Background: an optimization exercise with open tools, aiming at small area. Do not read the settings as production practice. At most, simulation tests tie the RTL to the original design; equivalence was not proved. For run 7, only the layout was checked, not whether the RTL still works.

==> flow/design.v, too long to show whole: its modules and the start of the top module <==
// module fpm_pre: 22 lines
// module fpm_mul: 1237 lines
// module fpm_fa: 6 lines
// module fpm_ha: 6 lines
// module fpm_bsel: 5 lines
// module fpm_round: 28 lines
// module fp_mult: 37 lines
module fp_mult (clk, reset, a, b, res);
  // ...
==> flow/flow/run.sh <==
#!/bin/bash
# Layout flow: the standard ORFS flow (standard synthesis unchanged),
# with the port buffers that global placement inserts made plain buf_1
# cells instead of the tool's default choice. Every input and output port
# still gets its own buffer.
set -euo pipefail
export BUFFER_PORTS_ARGS="-buffer_cell sky130_fd_sc_hd__buf_1"
bash standard.sh > standard_flow.log 2>&1
==> flow/standard.sh <==
#!/bin/bash
# synth_recipe.tcl (not shown) runs the flow's synth.tcl, then flattens the netlist and writes it again
# the make line also repeats each setting of config.mk as NAME=value (left out here)
make -C /OpenROAD-flow-scripts/flow DESIGN_CONFIG=/design/flow/config.mk WORK_HOME=/design/flow/orfs CLKGATE_MAP_FILE= SYNTH_SCRIPT=/design/flow/synth_recipe.tcl "${@:-finish}"
==> flow/config.mk <==
export PLATFORM = sky130hd
export DESIGN_NAME = fp_mult
export DESIGN_NICKNAME = fp_mult
export VERILOG_FILES = /design/flow/design.v
export SDC_FILE = /design/flow/constraint.sdc
export NUM_CORES = 4
export LEC_CHECK = 0
export CAP_MARGIN = 0
export CORE_MARGIN = 2
export CORE_UTILIZATION = 60
export CTS_BUF_LIST = sky130_fd_sc_hd__clkbuf_4 sky130_fd_sc_hd__clkbuf_8 sky130_fd_sc_hd__clkbuf_16
export CTS_CLUSTER_SIZE = 30
export SLEW_MARGIN = 0
export SYNTH_HIERARCHICAL = 1
export SYNTH_MINIMUM_KEEP_SIZE = 0
==> flow/constraint.sdc <==
create_clock -name core_clock -period 8.0 [get_ports {clk}]
set_input_delay 1.6000 -clock core_clock [delete_from_list [all_inputs] [get_ports {clk}]]
set_output_delay 1.6000 -clock core_clock [all_outputs]
set_load 0.01 [all_outputs]
==> reports/metrics.cfg, run 1 <==
[run_status]
status=finished clean

[grt]
top_usage_layer=met1
use_met3=0.1039
grt_pass1_wl_mm=75.91
grt_usage=0.3345

[synth]
synth.top_cell.area_share=0.3460
synth_commonest_cells=301 x fa_1, 300 x o22ai_1, 293 x xnor2_1
synth-xor-area-share=0.1569
syn_area_sq_mm=0.01741
yosys_register_bits=156
synth_fa_ha_area_frac=0.4172

[place]
post_dp_cell_area_sq_mm=0.01788
place.gp.congestion=0.9522
dp_slack_ps=840.1

[min_path]
hold-path-endpoint=xe2[2]$_DFF_P_

[clock_network]
clk_pin_slew_ps=80
clock-sinks=156
cts-buffers-inserted=17
insertion_delay_ps=460

[layout]
signal_buffers=140
nNetsFinal=2047
seq_area_frac=0.1688
clock_area_frac=0.03362
layout.cells.non_filler=1978
nMultiInputCombCells=1236

[timing]
timing.fmax_mhz=139.0
hold_violations=0
slew_violations=0

[route]
met1_length_mm=21.62
wl_met3_mm=6.299
first_pass_iters=5
antenna_left=0

[critical_path]
cp_slowest_stage_delay_ps=530
cp.arrival_ps=7510
crit_path_frequent_cell=fa_1
path_class=flop to flop

[floorplan]
initial_core_util=0.6084
fp.dieH_microns=174.4

==> run 2, diff against run 1 <==
==> flow/flow/run.sh (replaced) <==
#!/bin/bash
# Layout flow: the standard ORFS flow (standard synthesis unchanged) with
#  - plain buf_1 cells as the port buffers global placement inserts (every
#    input and output port still gets its own buffer);
#  - clock tree built from clkbuf_8 (clkbuf_16 at the root), without the
#    dummy loads CTS otherwise adds for balancing.
set -euo pipefail
export BUFFER_PORTS_ARGS="-buffer_cell sky130_fd_sc_hd__buf_1"
export CTS_ARGS="-sink_clustering_enable -repair_clock_nets -buf_list sky130_fd_sc_hd__clkbuf_8 -root_buf sky130_fd_sc_hd__clkbuf_16 -dont_use_dummy_load"
bash standard.sh > standard_flow.log 2>&1
==> flow/config.mk (replaced) <==
export PLATFORM = sky130hd
export DESIGN_NAME = fp_mult
export DESIGN_NICKNAME = fp_mult
export VERILOG_FILES = /design/flow/design.v
export SDC_FILE = /design/flow/constraint.sdc
export NUM_CORES = 4
export LEC_CHECK = 0
export CAP_MARGIN = 0
export CORE_MARGIN = 2
export CORE_UTILIZATION = 70
export CTS_BUF_LIST = sky130_fd_sc_hd__clkbuf_8
export SLEW_MARGIN = 0
export SYNTH_HIERARCHICAL = 1
export SYNTH_MINIMUM_KEEP_SIZE = 0
==> run 2 against run 1 <==
Effect of this change: synthesized area unchanged; worst setup slack worse by 230 ps; design area down 2.3%; via count up 1.8%; hold slack worse by 12 ps; critical path depth unchanged.
==> reports/metrics.cfg, run 2 <==
[run_status]
status=finished clean

[clock_network]
clock-sinks=156  ; unchanged
cts-buffers-inserted=17  ; unchanged
postCtsHoldBufs=0
clk_pin_slew_ps=110  ; +30 ps
clockBufferDepth=2
cts_setup_buffers=0
cts-root-buf=clkbuf_16
cts_tree=done
h-tree-depth=4
insertion_delay_ps=400  ; -60 ps
ctsResizeCount=0

[route]
first_pass_iters=8  ; +3
wl_per_cell_microns=25.15
vias=12844
detail_route.iter0.violations=1646
post-route-drc-count=0
drt-vias-per-instance=6.735
antenna_left=0  ; unchanged
routed_wl_mm=47.97

[grt]
gr-total-overflow=0
grt_pass1_wl_mm=75.81  ; -0.13%
grt_usage=0.3824  ; +0.04789
grt_max_degree=33
grt_pass1_vias=13678
antenna_found_initial=1

[place]
port_buffers=97
place_hpwl_mm=36.09
place.gp.congestion=0.9617  ; +1.0%

[critical_path]
rr_worst_depth=23
startpoint_type=flop
cp.required_ps=8230
cp.arrival_ps=7650  ; +140 ps
path_class=flop to flop
cp_max_fo=29
r2r_start=mb1[1]$_DFF_P_
ff2ff_setup_slack_ps=580
rr_endpoint=g2$_DFF_P_
worstSetupEndpointType=flop

[layout]
final_cell_mix=301 x fa_1, 300 x o22ai_1, 293 x xnor2_1
mostFrequentLayoutCell=fa_1
nNetsFinal=2051  ; +0.20%
reg_top3=r3 x32, res x32, ph2 x25
antenna_cells=0
drive_gt1_frac=0.09286
syn2layout_area_growth_pct=3.736

[synth]
synth_ff_type=dfxtp_1
yosys-top-cells-area=fa_1 35%, dfxtp_1 18%, xnor2_1 15%
synth.most_common_cell=fa_1
syn_area_sq_mm=0.01741  ; unchanged
synth_edf_count=0
yosys_warnings=7
synthCells=1546
syn_area_per_cell_sq_um=11.26
yosys_register_bits=156  ; unchanged
yosysSeqAreaShare=0.1793
async_flop_share=0
synth.largest_area_cell=fa_1
synth_commonest_cells=301 x fa_1, 300 x o22ai_1, 293 x xnor2_1
synth_cell_types=46
synth.top_cell.area_share=0.3460  ; unchanged

[timing]
finClkSkew_ps=51.87
timing.fmax_mhz=134.7  ; -3.1%
worst_slew_pin_slew_ps=1249
hold_violations=0  ; unchanged
fin_tns_setup_ps=0
setup_violations=0
slew_violations=0  ; unchanged
min_period_over_period=0.9278
rsz0062_at_grt=false
fin_crit_ps=7422
slew_headroom=0.1672

[floorplan]
placementRows=57
fp.dieH_microns=161.7  ; -7.2%
initial_core_util=0.7140  ; +0.1056
die_w_microns=161.7
pin_count=98
core-area_sq_mm=0.02439
dieArea_sq_mm=0.02616

[min_path]
min_path_cells=0
hold-path-endpoint=s2$_DFF_P_
worstHoldStart=s1$_DFF_P_
min_path_type=flop to flop

[flow_run]
maxCapViolations=0

==> run 2: cell types whose count changed in the layout (fill, tap and decap cells not counted), sizes merged <==
cell	change
inv	-7
clkinv	-6
buf	+4
bufinv	-1
clkinvlp	-1
==> run 2: cells by family (layout without fill, tap and decap cells) <==
family	Yosys count	count (layout)	share of synthesized area
AOI/OAI and AO/OA	355	355	0.1290
xor gates and xnor gates	312	312	0.1569
adders and majority gates	400	400	0.4172
buffers and inverters	165	191	0.05374
DFF	156	156	0.1793
muxes	23	23	0.01487
other	2	13	0.0004313
and+or+nand+nor	133	133	0.04850
==> run 2: area by class of cell <==
| cell class | instances | area [sq um] |
|---|---|---|
| Multi-Input combinational cell | 1236 | 13460 |
| Fill cell | 1819 | 6326 |
| Sequential cell | 156 | 3123 |
| Timing Repair Buffer | 144 | 716.9 |
| Tap cell | 324 | 405.4 |
| Clock buffer | 17 | 245.2 |
| Inverter | 30 | 112.6 |
==> run 2: Yosys stat by module (local to each module, per instance) <==
module / times used / flops+latches
fpm_mul: 1 / 0
fpm_fa: 291 / 0
fpm_ha: 52 / 0
fp_mult: 1 / 156
fpm_round: 1 / 0
fpm_pre: 1 / 0
fpm_bsel: 300 / 0
==> run 2: worst max path at each step <==
| stage | startpoint | to | slack [ps] | depth (start not counted) |
|---|---|---|---|---|
| floorplan | mb1[1]$_DFF_P_ | g2$_DFF_P_ | 690 | 23 |
| global placement | mb1[1]$_DFF_P_ | g2$_DFF_P_ | 900 | 23 |
| detailed placement | mb1[1]$_DFF_P_ | g2$_DFF_P_ | 750 | 23 |
| CTS | mb1[1]$_DFF_P_ | g2$_DFF_P_ | 710 | 23 |
| global route | mb1[1]$_DFF_P_ | g2$_DFF_P_ | 360 | 23 |
| finish | mb1[1]$_DFF_P_ | g2$_DFF_P_ | 580 | 23 |
==> run 2: layer usage <==
metal  GRT usage  vias to the layer above  wire [microns]  share of wire
met4      0.1356                        2            1740          0.036
li1            -                     5439               -              -
met2      0.5699                      991           20590           0.43
met5           0                        -              14        0.00029
met3      0.1341                      148            6965           0.15
met1      0.5248                     6264           18650           0.39
==> run 2: worst max-delay path, cell delays in order, from the launching register on <==
cell      delay [ps]
dfxtp_1          340
buf_4            380
nor3b_1          100
a21oi_1          440
o22ai_1          150
fa_1             410
fa_1             400
fa_1             390
fa_1             400
fa_1             400
fa_1             400
fa_1             440
ha_1             200
fa_1             430
a41oi_2          230
o21bai_1         200
a31o_2           300
a31oi_1          260
o21ai_0          170
fa_1             460
nor4b_1          330
nand4_1          160
a21oi_1          180
nand4_1          100
==> run 2: stage by stage <==
step	cells	util	hold slack [ps]	cell area (sq um)	setup slack, ps
4_1_cts	1907	0.7406	308.4	18060	705.9
5_1_grt	1907	0.7406	313.6	18060	361.6
3_5_place_dp	1890	0.7306	312.1	17820	752.5
3_3_place_gp	1890	0.7306	310.3	17820	903.3
6_report	1907	0.7406	312.1	18060	578.0
2_1_floorplan	1557	-	309.6	17460	686.5
==> run 3, diff against run 2 <==
--- a/flow/config.mk
+++ b/flow/config.mk
@@ -5,9 +5,10 @@
 export SDC_FILE = /design/flow/constraint.sdc
 export NUM_CORES = 4
 export LEC_CHECK = 0
+export ABC_AREA = 1
 export CAP_MARGIN = 0
 export CORE_MARGIN = 2
-export CORE_UTILIZATION = 70
+export CORE_UTILIZATION = 60
 export CTS_BUF_LIST = sky130_fd_sc_hd__clkbuf_8
 export SLEW_MARGIN = 0
 export SYNTH_HIERARCHICAL = 1
==> run 3 against run 2 <==
Effect of this change: largest cell class unchanged; sequential share of layout area decreased by 4.6 points; non-clock buffer count rose by 16; wire length rose by 36%; die area is 58% higher.
==> reports/metrics.cfg, run 3 <==
[critical_path]
crit_path_frequent_cell=fa_1
worstSetupEndpointType=flop
cp.required_ps=8310  ; +80 ps
cp_slowest_cell=nor2_4
path_class=flop to flop
cp_max_fo=26  ; -10%
cp_slowest_stage_delay_ps=800  ; +340 ps
cp.arrival_ps=7180  ; -470 ps
startpoint_type=flop

[synth]
yosys_register_bits=156  ; unchanged
synthCells=3545  ; +130%
yosysSeqAreaShare=0.1311  ; -0.04824
yosys_warnings=7  ; unchanged
yosys-top-cells-area=fa_1 25%, inv_1 21%, nand2_1 17%
synth.largest_area_cell=fa_1
synth_cell_types=34  ; -26%
syn_area_per_cell_sq_um=6.720  ; -40%
synth.top_cell.area_share=0.2529  ; -0.09309
synth.most_common_cell=inv_1
async_flop_share=0  ; unchanged
synth_ff_type=dfxtp_1
synth_edf_count=0  ; unchanged
syn_area_sq_mm=0.02382  ; +37%
synth_commonest_cells=1327 x inv_1, 1081 x nand2_1, 301 x fa_1

[timing]
fin_tns_setup_ps=0  ; unchanged
hold_violations=0  ; unchanged
slew_violations=0  ; unchanged
slew_headroom=0.1703  ; +0.003070
min_period_over_period=0.8584  ; -0.06934
worst_slew_pin_slew_ps=1243  ; -6.306 ps
setup_violations=0  ; unchanged
rsz0062_at_grt=false
fin_crit_ps=6867  ; -554.7 ps
timing.fmax_mhz=145.6  ; +8.1%
holdWs_ps=326.6  ; +14.58 ps
finClkSkew_ps=44.39  ; -7.474 ps

[grt]
grt_pass1_wl_mm=102.5  ; +35%
grt_max_degree=33  ; unchanged
grt_pass1_vias=18313  ; +34%
grt_usage=0.3356  ; -0.04687
gr-total-overflow=0  ; unchanged
antenna_found_initial=0  ; -1

[layout]
filler_cell_count=3755  ; +110%
syn2layout_area_growth_pct=3.593
final-seq-area_sq_mm=0.003123  ; unchanged
antenna_cells=0  ; unchanged
multi_input_comb_area_sq_mm=0.01482  ; +10%
mostFrequentLayoutCell=inv_1
reg_top3=r3 x32, res x32, ph2 x25
final_cell_mix=1327 x inv_1, 1081 x nand2_1, 301 x fa_1
drive_gt1_frac=0.03601  ; -0.05685
nNetsFinal=4050  ; +97%

[clock_network]
ctsResizeCount=0  ; unchanged
h-tree-depth=4  ; unchanged
clockBufferDepth=2  ; unchanged
postCtsHoldBufs=0  ; unchanged
clock-sinks=156  ; unchanged
cts-root-buf=clkbuf_16
insertion_delay_ps=450  ; +50 ps
cts-buffers-inserted=17  ; unchanged
clk_pin_slew_ps=80  ; -30 ps
cts_setup_buffers=0  ; unchanged
cts_tree=done

[flow_run]
maxCapViolations=0  ; unchanged

[floorplan]
placementRows=72  ; +26%
core-area_sq_mm=0.03892  ; +60%
fp.dieH_microns=203.3  ; +26%
dieArea_sq_mm=0.04131  ; +58%
die_w_microns=203.3  ; +26%
pin_count=98  ; unchanged
initial_core_util=0.6121  ; -0.1018

[route]
drt-vias-per-instance=4.488  ; -33%
post-route-drc-count=0  ; unchanged
first_pass_iters=5  ; -3
detail_route.iter0.violations=1299  ; -21%
antenna_left=0  ; unchanged
vias=18399  ; +43%
wl_per_cell_microns=15.88  ; -37%
routed_wl_mm=65.13  ; +36%

[run_status]
status=finished clean

[place]
place.gp.congestion=0.9313  ; -3.2%
port_buffers=97  ; unchanged
place_hpwl_mm=52.14  ; +45%

[min_path]
min_path_type=flop to flop

run 3: cell types whose count changed in the layout (fill, tap and decap cells not counted), moves of 10 or more:
cell and delta:
mux2_2 -23, nand2_1 +1067, o22ai_1 -299, nor2b_2 -11, and2_2 -33, nor2_4 +12
nor2_1 +24, nor2b_1 -11, buf_4 +15, and2_1 -24, nor3b_1 -10, inv_1 +1297
nand2_2 +11
run 3: worst paths after layout:
path	slack (ps)	to	cells after the start	startpoint
hold reg to reg	330	xe2[7]$_DFF_P_	0	xe1[7]$_DFF_P_
setup reg to reg	1130	g2$_DFF_P_	26	mb1[2]$_DFF_P_
hold / removal	330	xe2[7]$_DFF_P_	0	xe1[7]$_DFF_P_
setup / recovery	1130	g2$_DFF_P_	26	mb1[2]$_DFF_P_
run 3: layer usage:
metal	vias to the layer above	wire length [microns]	share of wire	track usage
met5	-	0	0	0
met4	0	1906	0.029	0.1082
met3	91	5640	0.087	0.08549
met2	538	28200	0.43	0.5235
met1	8352	29380	0.45	0.4576
li1	9418	-	-	-
run 3: layout make-up:
| type | count | share of cell area |
|---|---|---|
| inverters | 1330 | 0.2023 |
| repair buffers | 160 | 0.03443 |
| well taps | 518 | 0.02626 |
| clock buffers | 17 | 0.009937 |
| flip-flops and latches | 156 | 0.1265 |
| multi-input cells | 1919 | 0.6005 |
run 3: worst max-delay path, delay by kind of cell (launching register included):
kind / cells / cell delay [ps]
buffers and inverters: 1 / 60
XOR/XNOR: 1 / 220
adder cells (fa/ha/maj): 11 / 4030
AO/OA/AOI/OAI: 2 / 370
flip-flops: 1 / 340
AND/OR/NAND/NOR: 11 / 1690
run 3: stage by stage:
step	util	worst slack [ps]	area [sq um]	instances
2_1_floorplan	-	1061	23860	3556
3_3_place_gp	0.6278	1271	24430	4083
3_5_place_dp	0.6278	1083	24430	4083
4_1_cts	0.6341	1128	24680	4100
5_1_grt	0.6341	775.3	24680	4100
6_report	0.6341	1133	24680	4100
run 3: cell families (layout without fill, tap and decap cells):
logic type,Yosys count,after routing,share of synthesized area
other,2,13,0.0003152
buffers and inverters,1481,1507,0.2509
AND/OR/NAND/NOR,1163,1163,0.1915
flip-flops,156,156,0.1311
XOR/XNOR,304,304,0.1118
adder cells (fa/ha/maj),400,400,0.3049
AO/OA/AOI/OAI,39,39,0.009507
run 3: modules after synthesis (local to each module, per instance):
| module | copies in the design | cells |
|---|---|---|
| fpm_bsel | 300 | 7 |
| fpm_mul | 1 | 706 |
| fp_mult | 1 | 228 |
| fpm_fa | 291 | 1 |
| fpm_round | 1 | 102 |
| fpm_ha | 52 | 1 |
| fpm_pre | 1 | 66 |
==> run 4, diff against run 3 <==
--- a/flow/config.mk
+++ b/flow/config.mk
@@ -5,7 +5,6 @@
 export SDC_FILE = /design/flow/constraint.sdc
 export NUM_CORES = 4
 export LEC_CHECK = 0
-export ABC_AREA = 1
 export CAP_MARGIN = 0
 export CORE_MARGIN = 2
 export CORE_UTILIZATION = 60
==> run 4 against run 3 <==
Effect of this change: register-to-register slack got worse by 360 ps; sequential share of layout area is 4.6 points higher; die area fell by 26%; hold slack got worse by 22 ps; sequential cell count did not move; design area fell by 27%; clock-buffer cell count is the same; critical path depth is 3 lower; wire length shrank 25%; via count down 32%; global-route usage shrank 0.54 points; non-clock buffer count is 20 lower.
==> reports/metrics.cfg, run 4 <==
[critical_path]
cp.arrival_ps=7480  ; +300 ps
ff2ff_setup_slack_ps=770  ; -360 ps
rr_endpoint=g2$_DFF_P_
rr_worst_depth=23  ; -12%
crit_path_frequent_cell=fa_1
worstSetupEndpointType=flop
startpoint_type=flop
path_class=flop to flop
cp_max_fo=11  ; -58%
r2r_start=mb1[1]$_DFF_P_
cp.required_ps=8250  ; -60 ps
cp_slowest_cell=nor2b_2
cp_slowest_stage_delay_ps=540  ; -260 ps
path_cells=ha_1 > nor2b_2 > xnor2_1 > o22ai_1 > fa_1 > fa_1 > fa_1 > fa_1 > fa_1 > fa_1 > fa_1 > ha_1 > fa_1 > a41oi_2 > o21bai_1 > a31o_2 > a31oi_1 > o21ai_0 > fa_1 > nor4b_1 > nand4_1 > a21oi_1 > nand4_1

[synth]
syn_area_sq_mm=0.01741  ; -27%
synth_ff_type=dfxtp_1
synthCells=1546  ; -56%
synth_cell_types=46  ; +35%
yosys_warnings=7  ; unchanged
yosysSeqAreaShare=0.1793  ; +0.04824
synth_commonest_cells=301 x fa_1, 300 x o22ai_1, 293 x xnor2_1
async_flop_share=0  ; unchanged
synth.top_cell.area_share=0.3460  ; +0.09309
yosys_register_bits=156  ; unchanged
synth.most_common_cell=fa_1
synth.largest_area_cell=fa_1
yosys-top-cells-area=fa_1 35%, dfxtp_1 18%, xnor2_1 15%
synth_edf_count=0  ; unchanged
syn_area_per_cell_sq_um=11.26  ; +68%

[timing]
rsz0062_at_grt=false
finClkSkew_ps=43.15  ; -1.243 ps
fin_tns_setup_ps=0  ; unchanged
hold_violations=0  ; unchanged
fin_crit_ps=7227  ; +359.4 ps
worst_slew_pin_slew_ps=1236  ; -6.580 ps
holdWs_ps=304.2  ; -22.43 ps
min_period_over_period=0.9033  ; +0.04492
slew_violations=0  ; unchanged
slew_headroom=0.1747  ; +0.004393
setup_violations=0  ; unchanged
timing.fmax_mhz=138.4  ; -5.0%

[route]
post-route-drc-count=0  ; unchanged
detail_route.iter0.violations=1411  ; +8.6%
first_pass_iters=7  ; +2
wl_per_cell_microns=24.83  ; +56%
antenna_left=0  ; unchanged
vias=12531  ; -32%
drt-vias-per-instance=6.380  ; +42%
routed_wl_mm=48.76  ; -25%

[place]
place.gp.congestion=0.9522  ; +2.2%
dp.cells=1946  ; -52%
port_buffers=97  ; unchanged
place_hpwl_mm=37.94  ; -27%

[clock_network]
ctsResizeCount=0  ; unchanged
clockBufferDepth=2  ; unchanged
cts-root-buf=clkbuf_16
cts_setup_buffers=0  ; unchanged
clock-sinks=156  ; unchanged
clk_pin_slew_ps=90  ; about the same
postCtsHoldBufs=0  ; unchanged
cts-buffers-inserted=17  ; unchanged
h-tree-depth=4  ; unchanged
cts_tree=done
insertion_delay_ps=410  ; -40 ps

[floorplan]
pin_count=98  ; unchanged
fp.dieH_microns=174.4  ; -14%
initial_core_util=0.6084  ; -0.003783
placementRows=62  ; -14%
dieArea_sq_mm=0.03040  ; -26%
die_w_microns=174.4  ; -14%
core-area_sq_mm=0.02863  ; -26%

[min_path]
min_path_cells=0  ; unchanged
min_path_type=flop to flop
worstHoldStart=xe1[2]$_DFF_P_
hold-path-endpoint=xe2[2]$_DFF_P_

[layout]
layout.cells.non_filler=1964  ; -52%
mostFrequentLayoutCell=fa_1
final_cell_mix=301 x fa_1, 300 x o22ai_1, 293 x xnor2_1
reg_top3=r3 x32, res x32, ph2 x25
fin_util=0.6331  ; -0.0009900
nNetsFinal=2047  ; -49%
multi_input_comb_area_sq_mm=0.01347  ; -9.1%
filler_cell_count=2374  ; -37%
syn2layout_area_growth_pct=4.074
drive_gt1_frac=0.09246  ; +0.05645
final-seq-area_sq_mm=0.003123  ; unchanged

[grt]
grt_pass1_wl_mm=75.00  ; -27%
grt_pass1_vias=12675  ; -31%
grt_max_degree=33  ; unchanged
antenna_found_initial=0  ; unchanged
gr-total-overflow=0  ; unchanged
grt_usage=0.3302  ; -0.005364

[flow_run]
maxCapViolations=0  ; unchanged

[run_status]
status=finished clean

run 4: cell types whose count changed in the layout (fill, tap and decap cells not counted), moves of 23 or more:
cell and change:
mux2_2 +23, o22ai_1 +299, nor2_1 -24, and2_1 +24, inv_1 -1297, and2_2 +33, nand2_1 -1067
run 4: per-layer routing:
layer	part of all wire	vias to the layer above	GRT usage
met4	0.023	0	0.08718
met2	0.41	764	0.4605
li1	-	5449	-
met3	0.13	74	0.1048
met5	0	-	0
met1	0.44	6244	0.4954
run 4: layout make-up:
type,instances,area share
Multi-Input combinational cell,1236,0.7434
Sequential cell,156,0.1723
Timing Repair Buffer,140,0.03790
Tap cell,384,0.02651
Clock buffer,17,0.01353
Inverter,30,0.006213
Antenna cell,1,0.0001381
run 4: critical path, delay by kind of cell (launching register included):
family,cells,cell delay [ps]
AO/OA/AOI/OAI,7,1330
XOR/XNOR,1,220
adder cells (fa/ha/maj),11,4140
flip-flops,1,320
AND/OR/NAND/NOR,4,1100
run 4: modules after synthesis, one instance, submodules excluded:
| module | copies in the design | cells | flip-flops and latches |
|---|---|---|---|
| fpm_bsel | 300 | 1 | 0 |
| fp_mult | 1 | 192 | 156 |
| fpm_ha | 52 | 1 | 0 |
| fpm_pre | 1 | 55 | 0 |
| fpm_round | 1 | 49 | 0 |
| fpm_mul | 1 | 607 | 0 |
| fpm_fa | 291 | 1 | 0 |
run 4: metrics by stage:
| step | setup WS, ps | cell area [sq um] |
|---|---|---|
| after floorplan | 686.5 | 17460 |
| after global placement | 1025 | 17880 |
| after detailed placement | 840.1 | 17880 |
| after CTS | 817.3 | 18120 |
| after global routing | 339.2 | 18120 |
| final | 773.3 | 18120 |
run 4: kinds of logic after synthesis:
logic type	after synthesis	share of synthesized area
buffers and inverters	165	0.05374
and+or+nand+nor	133	0.04850
DFF	156	0.1793
adders and majority gates	400	0.4172
other	2	0.0004313
muxes	23	0.01487
xor gates and xnor gates	312	0.1569
AOI/OAI and AO/OA	355	0.1290
run 4: worst max-delay path by stage:
stage	endpoint	slack (ps)	depth (start not counted)	start
5_1_grt	g2$_DFF_P_	340	23	mb1[1]$_DFF_P_
3_3_place_gp	g2$_DFF_P_	1030	23	mb1[1]$_DFF_P_
6_report	g2$_DFF_P_	770	23	mb1[1]$_DFF_P_
4_1_cts	g2$_DFF_P_	820	23	mb1[1]$_DFF_P_
3_5_place_dp	g2$_DFF_P_	840	23	mb1[1]$_DFF_P_
2_1_floorplan	g2$_DFF_P_	690	23	mb1[1]$_DFF_P_
==> run 5, diff against run 4 <==
--- a/flow/config.mk
+++ b/flow/config.mk
@@ -9,6 +9,7 @@
 export CORE_MARGIN = 2
 export CORE_UTILIZATION = 60
 export CTS_BUF_LIST = sky130_fd_sc_hd__clkbuf_8
+export PLACE_DENSITY = 0.8
 export SLEW_MARGIN = 0
 export SYNTH_HIERARCHICAL = 1
 export SYNTH_MINIMUM_KEEP_SIZE = 0
==> run 5 against run 4 <==
Effect of this change: still clean on timing, DRC and antenna; sequential cell count unchanged; clock skew down 11 ps; register-to-register slack worse by 50 ps; clock-buffer cell count unchanged; hold slack better by 13 ps; synthesized area unchanged; critical endpoint unchanged.
==> reports/metrics.cfg, run 5 <==
[layout]
filler_cell_count=2296  ; -3.3%
drive_gt1_frac=0.09051  ; -0.001957
mostFrequentLayoutCell=fa_1
antenna_cells=0  ; -1
nNetsFinal=2048  ; +0.049%
syn2layout_area_growth_pct=4.045  ; about the same
reg_top3=r3 x32, res x32, ph2 x25
final_cell_mix=301 x fa_1, 300 x o22ai_1, 293 x xnor2_1

[timing]
rsz0062_at_grt=false
setup_violations=0  ; unchanged
holdWs_ps=317.6  ; +13.36 ps
finClkSkew_ps=32.30  ; -10.85 ps
timing.final.ws_setup_ps=726.6  ; -46.76 ps
slew_violations=0  ; unchanged
worst_slew_pin_slew_ps=1315  ; +78.44 ps
slew_headroom=0.1235  ; -0.05116
fin_tns_setup_ps=0  ; unchanged
hold_violations=0  ; unchanged
fin_crit_ps=7273  ; +46.76 ps
min_period_over_period=0.9092  ; +0.005845
timing.fmax_mhz=137.5  ; -0.64%

[floorplan]
fp.dieH_microns=174.4  ; unchanged
initial_core_util=0.6084  ; unchanged
core-area_sq_mm=0.02863  ; unchanged
pin_count=98  ; unchanged
die_w_microns=174.4  ; unchanged
placementRows=62  ; unchanged
dieArea_sq_mm=0.03040  ; unchanged

[clock_network]
cts_setup_buffers=0  ; unchanged
cts-buffers-inserted=17  ; unchanged
insertion_delay_ps=400  ; about the same
clk_pin_slew_ps=90  ; about the same
h-tree-depth=4  ; unchanged
clock-sinks=156  ; unchanged
ctsResizeCount=0  ; unchanged
postCtsHoldBufs=0  ; unchanged
cts_tree=done
clockBufferDepth=2  ; unchanged
cts-root-buf=clkbuf_16

[synth]
yosys-top-cells-area=fa_1 35%, dfxtp_1 18%, xnor2_1 15%
synth_edf_count=0  ; unchanged
synth.top_cell.area_share=0.3460  ; unchanged
synth.largest_area_cell=fa_1
syn_area_per_cell_sq_um=11.26  ; unchanged
yosys_warnings=7  ; unchanged
synth_ff_type=dfxtp_1
synthCells=1546  ; unchanged
synth.most_common_cell=fa_1
yosys_register_bits=156  ; unchanged
async_flop_share=0  ; unchanged
yosysSeqAreaShare=0.1793  ; unchanged
synth_commonest_cells=301 x fa_1, 300 x o22ai_1, 293 x xnor2_1
synth_cell_types=46  ; unchanged
syn_area_sq_mm=0.01741  ; unchanged

[route]
drt-vias-per-instance=6.476  ; +1.5%
antenna_left=0  ; unchanged
wl_per_cell_microns=23.73  ; -4.4%
post-route-drc-count=0  ; unchanged
vias=12718  ; +1.5%
routed_wl_mm=46.61  ; -4.4%
first_pass_iters=7  ; unchanged
detail_route.iter0.violations=1486  ; +5.3%

[critical_path]
cp.arrival_ps=7520  ; +40 ps
cp_max_fo=29  ; +18
cp.required_ps=8250  ; about the same
path_class=flop to flop
worstSetupEndpointType=flop
startpoint_type=flop

[grt]
grt_pass1_vias=13414  ; +5.8%
grt_usage=0.3171  ; -0.01306
top_usage_layer=met2
use_met3=0.1008  ; -0.003937
antenna_found_initial=0  ; unchanged
grt_use_met1=0.4181  ; -0.07729
grt_pass1_wl_mm=73.50  ; -2.0%
gr-total-overflow=0  ; unchanged
grt_use_met2=0.4802  ; +0.01968
grt_max_degree=33  ; unchanged

[place]
place_hpwl_mm=35.57  ; -6.3%
port_buffers=97  ; unchanged
place.gp.congestion=0.9709  ; +2.0%
dp_slack_ps=787.2  ; -52.89 ps

[run_status]
status=finished clean

[min_path]
min_path_type=flop to flop

[flow_run]
maxCapViolations=0  ; unchanged

[run 5: cell type report]
class | count | area [sq um] | share of cell area
clock buffer | 17 | 245.2 | 0.01353
tap | 384 | 480.5 | 0.02652
inverter | 30 | 112.6 | 0.006215
timing repair buffer | 141 | 706.9 | 0.03902
sequential | 156 | 3123 | 0.1724
multi-input combinational | 1236 | 13450 | 0.7424
[run 5: metal layers]
layer | wire [microns] | vias up
li1 | - | 5431
met2 | 20470 | 894
met5 | 0 | -
met4 | 2298 | 0
met3 | 6083 | 162
met1 | 17750 | 6231
[run 5: modules after synthesis (local to each module, per instance)]
module | cells inside | flops+latches | copies in the design
fp_mult | 192 | 156 | 1
fpm_pre | 55 | 0 | 1
fpm_mul | 607 | 0 | 1
fpm_round | 49 | 0 | 1
fpm_ha | 1 | 0 | 52
fpm_bsel | 1 | 0 | 300
fpm_fa | 1 | 0 | 291
[run 5: final timing paths]
kind                                startpoint             end  slack, ps  cells past startpoint
worst max-delay path            mb1[1]$_DFF_P_      g2$_DFF_P_        730                     24
worst max register to register  mb1[1]$_DFF_P_      g2$_DFF_P_        730                     24
worst min-delay path            xe1[1]$_DFF_P_  xe2[1]$_DFF_P_        320                      0
worst min register to register  xe1[1]$_DFF_P_  xe2[1]$_DFF_P_        320                      0
[run 5: cells by family after synthesis]
family / synth area share
AOI/OAI and AO/OA: 0.1290
muxes: 0.01487
DFF: 0.1793
buffers and inverters: 0.05374
other: 0.0004313
xor gates and xnor gates: 0.1569
and+or+nand+nor: 0.04850
adders and majority gates: 0.4172
[run 5: through the flow]
| stage | area, sq um | utilization | cells |
|---|---|---|---|
| after detailed placement | 17870 | 0.6244 | 1947 |
| final | 18120 | 0.6330 | 1964 |
| after global placement | 17870 | 0.6244 | 1947 |
| after global routing | 18120 | 0.6330 | 1964 |
| after CTS | 18120 | 0.6330 | 1964 |
| after floorplan | 17460 | - | 1557 |
[run 5: worst max-delay path, stage by stage, from the launching register on]
cell and delay [ps]:
dfxtp_1 330, buf_4 380, nor3b_1 110, a21oi_1 140, buf_4 290, o22ai_1 130, fa_1 390, fa_1 400
fa_1 400, fa_1 390, fa_1 390, fa_1 390, fa_1 440, ha_1 200, fa_1 420, a41oi_2 260
o21bai_1 190, a31o_2 290, a31oi_1 230, o21ai_0 150, fa_1 450, nor4b_1 330, nand4_1 140, a21oi_1 180
nand4_1 110
==> run 6, diff against run 5 <==
==> flow/flow/run.sh (replaced) <==
#!/bin/bash
# Layout flow: the standard ORFS flow (standard synthesis unchanged) with
#  - the buffers synthesis inserted removed at floorplan (global placement
#    is not timing-driven here, so it would not remove them);
#  - plain buf_1 cells as the port buffers global placement inserts (every
#    input and output port still gets its own buffer);
#  - clock tree built from clkbuf_8 (clkbuf_16 at the root), without the
#    dummy loads CTS otherwise adds for balancing.
set -euo pipefail
export REMOVE_ABC_BUFFERS=1
export BUFFER_PORTS_ARGS="-buffer_cell sky130_fd_sc_hd__buf_1"
export CTS_ARGS="-sink_clustering_enable -repair_clock_nets -buf_list sky130_fd_sc_hd__clkbuf_8 -root_buf sky130_fd_sc_hd__clkbuf_16 -dont_use_dummy_load"
bash standard.sh > standard_flow.log 2>&1
--- a/flow/config.mk
+++ b/flow/config.mk
@@ -9,7 +9,7 @@
 export CORE_MARGIN = 2
 export CORE_UTILIZATION = 60
 export CTS_BUF_LIST = sky130_fd_sc_hd__clkbuf_8
-export PLACE_DENSITY = 0.8
+export GPL_TIMING_DRIVEN = 0
 export SLEW_MARGIN = 0
 export SYNTH_HIERARCHICAL = 1
 export SYNTH_MINIMUM_KEEP_SIZE = 0
==> run 6 against run 5 <==
Effect of this change: design area increased by 1.1%; register-to-register slack worse by 390 ps; clock skew about the same.
==> reports/metrics.cfg, run 6 <==
[run_status]
status=finished clean

[synth]
synth.top_cell.area_share=0.3460  ; unchanged
synth_ff_type=dfxtp_1
synth.most_common_cell=fa_1
yosys_register_bits=156  ; unchanged
synth_cell_types=46  ; unchanged
synth.largest_area_cell=fa_1
synth_edf_count=0  ; unchanged
yosys_warnings=7  ; unchanged
syn_area_sq_mm=0.01741  ; unchanged
yosys-top-cells-area=fa_1 35%, dfxtp_1 18%, xnor2_1 15%
syn_area_per_cell_sq_um=11.26  ; unchanged
async_flop_share=0  ; unchanged
yosysSeqAreaShare=0.1793  ; unchanged
synth_commonest_cells=301 x fa_1, 300 x o22ai_1, 293 x xnor2_1
synthCells=1546  ; unchanged

[critical_path]
r2r_start=mb1[1]$_DFF_P_
cp_max_fo=30  ; +3.4%
cp.required_ps=8220  ; -30 ps
cp.arrival_ps=7880  ; +360 ps
path_cells=nor3b_1 > a21oi_2 > o22ai_1 > fa_1 > fa_1 > fa_1 > fa_1 > fa_1 > fa_1 > fa_1 > ha_1 > fa_1 > a41oi_2 > o21bai_1 > a31o_2 > a31oi_2 > o21ai_0 > fa_1 > nor4b_1 > nand4_1 > a21oi_1 > nand4_1
cp_slowest_cell=dfxtp_4
cp_slowest_stage_delay_ps=740  ; +290 ps
worstSetupEndpointType=flop
ff2ff_setup_slack_ps=340  ; -390 ps
rr_worst_depth=22  ; -8.3%
path_class=flop to flop
crit_path_frequent_cell=fa_1
startpoint_type=flop
rr_endpoint=g2$_DFF_P_

[place]
place_hpwl_mm=37.05  ; +4.2%
dp_slack_ps=-272.2  ; -1059 ps
place.gp.congestion=0.9202  ; -5.2%
port_buffers=97  ; unchanged
dp.cells=1923  ; -1.2%

[min_path]
min_path_type=flop to flop
worstHoldStart=xe1[6]$_DFF_P_
min_path_cells=0  ; unchanged
hold-path-endpoint=xe2[6]$_DFF_P_

[grt]
antenna_found_initial=0  ; unchanged
grt_usage=0.3343  ; +0.01715
gr-total-overflow=0  ; unchanged
grt_pass1_vias=12870  ; -4.1%
grt_pass1_wl_mm=76.17  ; +3.6%
grt_max_degree=33  ; unchanged

[layout]
reg_top3=r3 x32, res x32, ph2 x25
filler_cell_count=2306  ; +0.44%
final-seq-area_sq_mm=0.003128  ; +0.16%
final_cell_mix=301 x fa_1, 300 x o22ai_1, 293 x xnor2_1
nNetsFinal=2033  ; -0.73%
drive_gt1_frac=0.08882  ; -0.001688
multi_input_comb_area_sq_mm=0.01355  ; +0.72%
antenna_cells=0  ; unchanged
layout.cells.non_filler=1949  ; -0.76%
syn2layout_area_growth_pct=5.202
mostFrequentLayoutCell=fa_1

[timing]
rsz0062_at_grt=false
setup_violations=0  ; unchanged
finClkSkew_ps=32.38  ; +0.07840 ps
timing.final.ws_setup_ps=335.3  ; -391.3 ps
worst_slew_pin_slew_ps=1239  ; -75.31 ps
timing.fmax_mhz=130.5  ; -5.1%
min_period_over_period=0.9581  ; +0.04891
slew_headroom=0.1726  ; +0.04908
holdWs_ps=332.4  ; +14.85 ps
hold_violations=0  ; unchanged
slew_violations=0  ; unchanged
fin_crit_ps=7665  ; +391.3 ps

[route]
routed_wl_mm=49.48  ; +6.2%
vias=12687  ; -0.24%
wl_per_cell_microns=25.39  ; +7.0%
antenna_left=0  ; unchanged
drt-vias-per-instance=6.509  ; +0.52%
first_pass_iters=6  ; -1
post-route-drc-count=0  ; unchanged
detail_route.iter0.violations=1758  ; +18%

[clock_network]
h-tree-depth=4  ; unchanged
cts-buffers-inserted=17  ; unchanged
insertion_delay_ps=400  ; about the same
cts_tree=done
cts-root-buf=clkbuf_16
postCtsHoldBufs=0  ; unchanged
clk_pin_slew_ps=80  ; about the same
clockBufferDepth=2  ; unchanged
clock-sinks=156  ; unchanged

[floorplan]
fp.dieH_microns=174.4  ; unchanged
pin_count=98  ; unchanged
dieArea_sq_mm=0.03040  ; unchanged
placementRows=62  ; unchanged
die_w_microns=174.4  ; unchanged
initial_core_util=0.6084  ; unchanged
core-area_sq_mm=0.02863  ; unchanged

[flow_run]
maxCapViolations=0  ; unchanged

run 6: cell counts after synthesis:
No cell type changed its count.
run 6: through the flow:
| step | area [sq um] | util | setup TNS, ps |
|---|---|---|---|
| floorplan | 16630 | - | -631.7 |
| global placement | 17480 | 0.6105 | -41650 |
| detailed placement | 17970 | 0.6278 | -272.2 |
| CTS | 18220 | 0.6365 | 0 |
| global route | 18320 | 0.6400 | 0 |
| finish | 18320 | 0.6400 | 0 |
run 6: cells by family (layout without fill, tap and decap cells):
family | after synthesis | after routing | share of synthesized area
adder cells (fa/ha/maj) | 400 | 400 | 0.4172
AO/OA/AOI/OAI | 355 | 355 | 0.1290
XOR/XNOR | 312 | 312 | 0.1569
buffers and inverters | 165 | 173 | 0.05374
flip-flops | 156 | 156 | 0.1793
AND/OR/NAND/NOR | 133 | 133 | 0.04850
multiplexers | 23 | 23 | 0.01487
other | 2 | 13 | 0.0004313
run 6: worst max-delay path by stage:
stage | start | endpoint | cells after the start
floorplan | mb1[1]$_DFF_P_ | g2$_DFF_P_ | 23
global placement | mb1[1]$_DFF_P_ | g2$_DFF_P_ | 23
detailed placement | mb1[1]$_DFF_P_ | g2$_DFF_P_ | 22
CTS | mb1[1]$_DFF_P_ | g2$_DFF_P_ | 22
global route | mb1[1]$_DFF_P_ | g2$_DFF_P_ | 22
finish | mb1[1]$_DFF_P_ | g2$_DFF_P_ | 22
run 6: repair_timing:
action                     4_1_cts  5_1_grt
setup buffers                    0        9
gates resized for setup          2        6
gates cloned                     0        0
setup endpoints to repair        1        3
run 6: critical path: cells and delay by family (launching register included):
kind	cells	cell delay, ps
AND/OR/NAND/NOR	4	720
AO/OA/AOI/OAI	8	2080
adder cells (fa/ha/maj)	10	3960
flip-flops	1	740
run 6: Yosys stat by module (local to each module, per instance):
module	flops+latches	area (sq um)	cells inside	copies in the design
fpm_ha	0	12.51	1	52
fpm_pre	0	399.1	55	1
fp_mult	156	3387	192	1
fpm_bsel	0	6.256	1	300
fpm_mul	0	4813	607	1
fpm_fa	0	20.02	1	291
fpm_round	0	461.7	49	1
run 6: area by class of cell:
cell class              instances  area share
multi-input cells            1236      0.7394
repair buffers                126     0.04364
flip-flops and latches        156      0.1707
well taps                     384     0.02623
clock buffers                  17     0.01339
inverters                      30    0.006556
run 6: layer usage:
metal,wire length [microns],track usage,up-vias
met5,0,0,-
met3,6348,0.09558,90
met2,20690,0.4734,873
met1,21210,0.4989,6308
li1,-,-,5416
met4,1235,0.09734,0
==> module fp_mult, before the edit <==
module fp_mult (clk, reset, a, b, res);
  input clk;
  input reset;
  input [31:0] a;
  input [31:0] b;
  output reg [31:0] res;
  wire [7:0] xe0;
  wire [23:0] ma0, mb0;
  fpm_pre pre (.a(a), .b(b), .xe(xe0), .ma(ma0), .mb(mb0));
  reg s1;
  reg [7:0] xe1;
  reg [23:0] ma1, mb1;
  always @(posedge clk) begin
    s1 <= a[31] ^ b[31];
    xe1 <= xe0;
    ma1 <= ma0;
    mb1 <= mb0;
  end
  wire [24:0] ph1;
  wire g1;
  fpm_mul mul (.ma(ma1), .mb(mb1), .ph(ph1), .g(g1));
  reg s2;
  reg [7:0] xe2;
  reg [24:0] ph2;
  reg g2;
  always @(posedge clk) begin
    s2 <= s1;
    xe2 <= xe1;
    ph2 <= ph1;
    g2 <= g1;
  end
  wire [30:0] r2;
  fpm_round rnd (.xe(xe2), .ph(ph2), .g(g2), .r(r2));
  reg [31:0] r3;
  always @(posedge clk) r3 <= {s2, r2};
  always @(posedge clk) res <= reset ? r3 : 32'd0;
endmodule
==> run 7, diff against run 6 <==
--- a/flow/design.v
+++ b/flow/design.v
@@ -1274,6 +1274,12 @@
   output pp;
   assign pp = ~((one_n | y0) & (two_n | y1));
 endmodule
+module fpm_clr (d, keep, q);
+  input [31:0] d;
+  input keep;
+  output [31:0] q;
+  assign q = d & {32{keep}};
+endmodule
 module fpm_round (xe, ph, g, r);
   input [7:0] xe;
   input [24:0] ph;
@@ -1337,5 +1343,7 @@
   fpm_round rnd (.xe(xe2), .ph(ph2), .g(g2), .r(r2));
   reg [31:0] r3;
   always @(posedge clk) r3 <= {s2, r2};
-  always @(posedge clk) res <= reset ? r3 : 32'd0;
+  wire [31:0] r3g;
+  fpm_clr clr (.d(r3), .keep(reset), .q(r3g));
+  always @(posedge clk) res <= r3g;
 endmodule
==> flow/flow/run.sh (replaced) <==
#!/bin/bash
# Layout flow: the standard ORFS flow (standard synthesis unchanged) with
#  - plain buf_1 cells as the port buffers global placement inserts (every
#    input and output port still gets its own buffer);
#  - clock tree built from clkbuf_8 (clkbuf_16 at the root), without the
#    dummy loads CTS otherwise adds for balancing.
set -euo pipefail
export BUFFER_PORTS_ARGS="-buffer_cell sky130_fd_sc_hd__buf_1"
export CTS_ARGS="-sink_clustering_enable -repair_clock_nets -buf_list sky130_fd_sc_hd__clkbuf_8 -root_buf sky130_fd_sc_hd__clkbuf_16 -dont_use_dummy_load"
bash standard.sh > standard_flow.log 2>&1
--- a/flow/config.mk
+++ b/flow/config.mk
@@ -9,7 +9,6 @@
 export CORE_MARGIN = 2
 export CORE_UTILIZATION = 60
 export CTS_BUF_LIST = sky130_fd_sc_hd__clkbuf_8
-export GPL_TIMING_DRIVEN = 0
 export SLEW_MARGIN = 0
 export SYNTH_HIERARCHICAL = 1
 export SYNTH_MINIMUM_KEEP_SIZE = 0
==> run 7 against run 6 <==
Effect of this change: still clean on timing, DRC and antenna; maximum frequency grew 3.4%; synthesized area shrank 0.29%; hold slack worse by 12 ps; critical endpoint unchanged.
==> reports/metrics.cfg, run 7 <==
[min_path]
min_path_type=flop to flop
min_path_cells=0  ; unchanged
hold-path-endpoint=xe2[7]$_DFF_P_
worstHoldStart=xe1[7]$_DFF_P_

[route]
wl_per_cell_microns=25.22  ; -0.67%
antenna_left=0  ; unchanged
drt-vias-per-instance=6.462  ; -0.74%
first_pass_iters=6  ; unchanged
post-route-drc-count=0  ; unchanged
detail_route.iter0.violations=1457  ; -17%
vias=12852  ; +1.3%
routed_wl_mm=50.16  ; +1.4%

[grt]
grt_max_degree=33  ; unchanged
grt_pass1_vias=13200  ; +2.6%
grt_usage=0.3421  ; +0.007839
gr-total-overflow=0  ; unchanged
grt_pass1_wl_mm=77.83  ; +2.2%
antenna_found_initial=1  ; +1

[clock_network]
postCtsHoldBufs=0  ; unchanged
cts-root-buf=clkbuf_16
insertion_delay_ps=400  ; about the same
clk_pin_slew_ps=100  ; +20 ps
clockBufferDepth=2  ; unchanged
ctsResizeCount=0  ; -2
clock-sinks=156  ; unchanged
h-tree-depth=4  ; unchanged
cts-buffers-inserted=17  ; unchanged
cts_setup_buffers=0  ; unchanged
cts_tree=done

[layout]
reg_top3=r3 x32, res x32, ph2 x25
mostFrequentLayoutCell=fa_1
final_cell_mix=301 x fa_1, 300 x o22ai_1, 295 x xnor2_1
syn2layout_area_growth_pct=5.318
antenna_cells=0  ; unchanged
drive_gt1_frac=0.1065  ; +0.01772
nNetsFinal=2073  ; +2.0%
postLayoutCellArea_sq_mm=0.01829  ; -0.18%

[place]
dp_slack_ps=685.2  ; +957.4 ps
place_hpwl_mm=39.76  ; +7.3%
port_buffers=97  ; unchanged
post_dp_cell_area_sq_mm=0.01804  ; +0.40%
place.gp.congestion=1.039  ; +13%

[timing]
timing.final.ws_setup_ps=587.8  ; +252.6 ps
min_period_over_period=0.9265  ; -0.03157
slew_headroom=0.1841  ; +0.01158
setup_violations=0  ; unchanged
worst_slew_pin_slew_ps=1224  ; -15.67 ps
fin_crit_ps=7412  ; -252.6 ps
hold_violations=0  ; unchanged
slew_violations=0  ; unchanged
rsz0062_at_grt=false
timing.fmax_mhz=134.9  ; +3.4%
finClkSkew_ps=34.37  ; +1.993 ps
fin_tns_setup_ps=0  ; unchanged

[critical_path]
startpoint_type=flop
ff2ff_setup_slack_ps=590  ; +250 ps
cp_max_fo=29  ; -3.3%
worstSetupEndpointType=flop
path_class=flop to flop
path_cells=buf_4 > nor3b_1 > a21oi_2 > o22ai_1 > fa_1 > fa_1 > fa_1 > fa_1 > fa_1 > fa_1 > fa_1 > ha_1 > fa_1 > a41o_1 > a41o_1 > a31o_2 > a31oi_1 > o21ai_0 > fa_1 > nor4b_1 > nand4_1 > a21oi_1 > nand4_1
cp.required_ps=8280  ; +60 ps
critical_path_buf_inv_count=1  ; +1
cp.arrival_ps=7700  ; -180 ps
rr_worst_depth=23  ; +4.5%
r2r_start=mb1[1]$_DFF_P_
cp_top_family=adder cells
crit_path_frequent_cell=fa_1
cp_slowest_stage_delay_ps=450  ; -290 ps
cp_slowest_cell=fa_1
rr_endpoint=g2$_DFF_P_

[synth]
synth.most_common_cell=fa_1
syn_area_per_cell_sq_um=11.25  ; -0.17%
async_flop_share=0  ; unchanged
synth_edf_count=0  ; unchanged
yosys_register_bits=156  ; unchanged
synth_commonest_cells=301 x fa_1, 300 x o22ai_1, 295 x xnor2_1
yosysSeqAreaShare=0.1799  ; +0.0005299
yosys-top-cells-area=fa_1 35%, dfxtp_1 18%, xnor2_1 15%
yosys_warnings=7  ; unchanged
synth_ff_type=dfxtp_1
synthCells=1544  ; -0.13%
syn_area_sq_mm=0.01736  ; -0.29%
synth_cell_types=46  ; unchanged
synth.largest_area_cell=fa_1
synth.top_cell.area_share=0.3470  ; +0.001022

[floorplan]
pin_count=98  ; unchanged
placementRows=62  ; unchanged
die_w_microns=174.1  ; -0.15%
dieArea_sq_mm=0.03031  ; -0.29%
fp.dieH_microns=174.1  ; -0.15%
initial_core_util=0.6066  ; -0.001792
core-area_sq_mm=0.02863  ; unchanged

[run_status]
status=finished clean

[flow_run]
maxCapViolations=0  ; unchanged

## run 7: worst max path at each step
stage	startpoint	to	slack, ps	depth (start not counted)
4_1_cts	mb1[1]$_DFF_P_	g2$_DFF_P_	650	23
6_report	mb1[1]$_DFF_P_	g2$_DFF_P_	590	23
3_5_place_dp	mb1[1]$_DFF_P_	g2$_DFF_P_	690	23
3_3_place_gp	mb1[1]$_DFF_P_	g2$_DFF_P_	790	23
2_1_floorplan	mb1[1]$_DFF_P_	g2$_DFF_P_	540	23
5_1_grt	mb1[1]$_DFF_P_	g2$_DFF_P_	270	23
## run 7: logic make-up after synthesis
family	count (synthesis)	synth area share
mux	23	0.01492
other cells	2	0.0004325
xor+xnor	312	0.1574
flops	156	0.1799
fa+ha+maj	400	0.4184
buf+inv	165	0.05311
compound gates	351	0.1274
simple gates	135	0.04850
## run 7: layout make-up
cell class	instances	area (sq um)
Sequential cell	156	3123
Inverter	30	112.6
Tap cell	384	480.5
Clock buffer	17	245.2
Multi-Input combinational cell	1234	13430
Fill cell	2369	10340
Timing Repair Buffer	168	897.1
## run 7: per-layer routing
| metal | vias up | global-route usage | routed length, microns |
|---|---|---|---|
| met2 | 872 | 0.4985 | 21320 |
| met4 | 0 | 0.1159 | 1761 |
| met3 | 118 | 0.09449 | 5943 |
| li1 | 5474 | - | - |
| met5 | - | 0 | 0 |
| met1 | 6388 | 0.4945 | 21140 |
## run 7: per-module statistics from Yosys, one instance, submodules excluded
| module | times used | area (sq um) |
|---|---|---|
| fp_mult | 1 | 3132 |
| fpm_bsel | 300 | 6.256 |
| fpm_clr | 1 | 255.2 |
| fpm_fa | 291 | 20.02 |
| fpm_ha | 52 | 12.51 |
| fpm_mul | 1 | 4762 |
| fpm_pre | 1 | 399.1 |
| fpm_round | 1 | 461.7 |
## run 7: per-stage QoR
step,cells,utilization,hold WS (ps)
after detailed placement,1972,0.6303,312.1
final,1989,0.6388,320.8
after global routing,1989,0.6388,328.6
after floorplan,1555,-,309.6
after CTS,1989,0.6388,325.1
after global placement,1972,0.6303,310.3

-- separate check: timing with driven ports --
In the flow no input, the clock included, has a driving cell. The finished layouts below were timed again as built, in two steps.
Step 1, drivers: a clkbuf_16 drives clk and a buf_2 each remaining input, both assumed.
Step 2, shift: input delay + t, output delay - t, t = (earliest + latest rising clock arrival at the registers) / 2. This alone moves slack from input paths to output paths.
Slacks: ideal ports / drivers / drivers and shift; pairs: ideal ports / drivers.
| run | t (ns) | slack for setup (ns) | slew at the worst register clock pin (ns) |
|---|---|---|---|
| run 1 | 0.498 | 0.806 / 0.806 / 0.806 | 0.09 / 0.09 |
| run 2 | 0.422 | 0.578 / 0.578 / 0.578 | 0.11 / 0.11 |
| run 3 | 0.486 | 1.133 / 1.133 / 1.133 | 0.10 / 0.10 |
| run 4 | 0.438 | 0.773 / 0.773 / 0.773 | 0.11 / 0.11 |
| run 5 | 0.426 | 0.727 / 0.727 / 0.727 | 0.09 / 0.09 |
| run 6 | 0.439 | 0.335 / 0.335 / 0.335 | 0.10 / 0.10 |
| run 7 | 0.441 | 0.588 / 0.588 / 0.588 | 0.10 / 0.10 |
After both steps setup and hold are still met in every run listed.
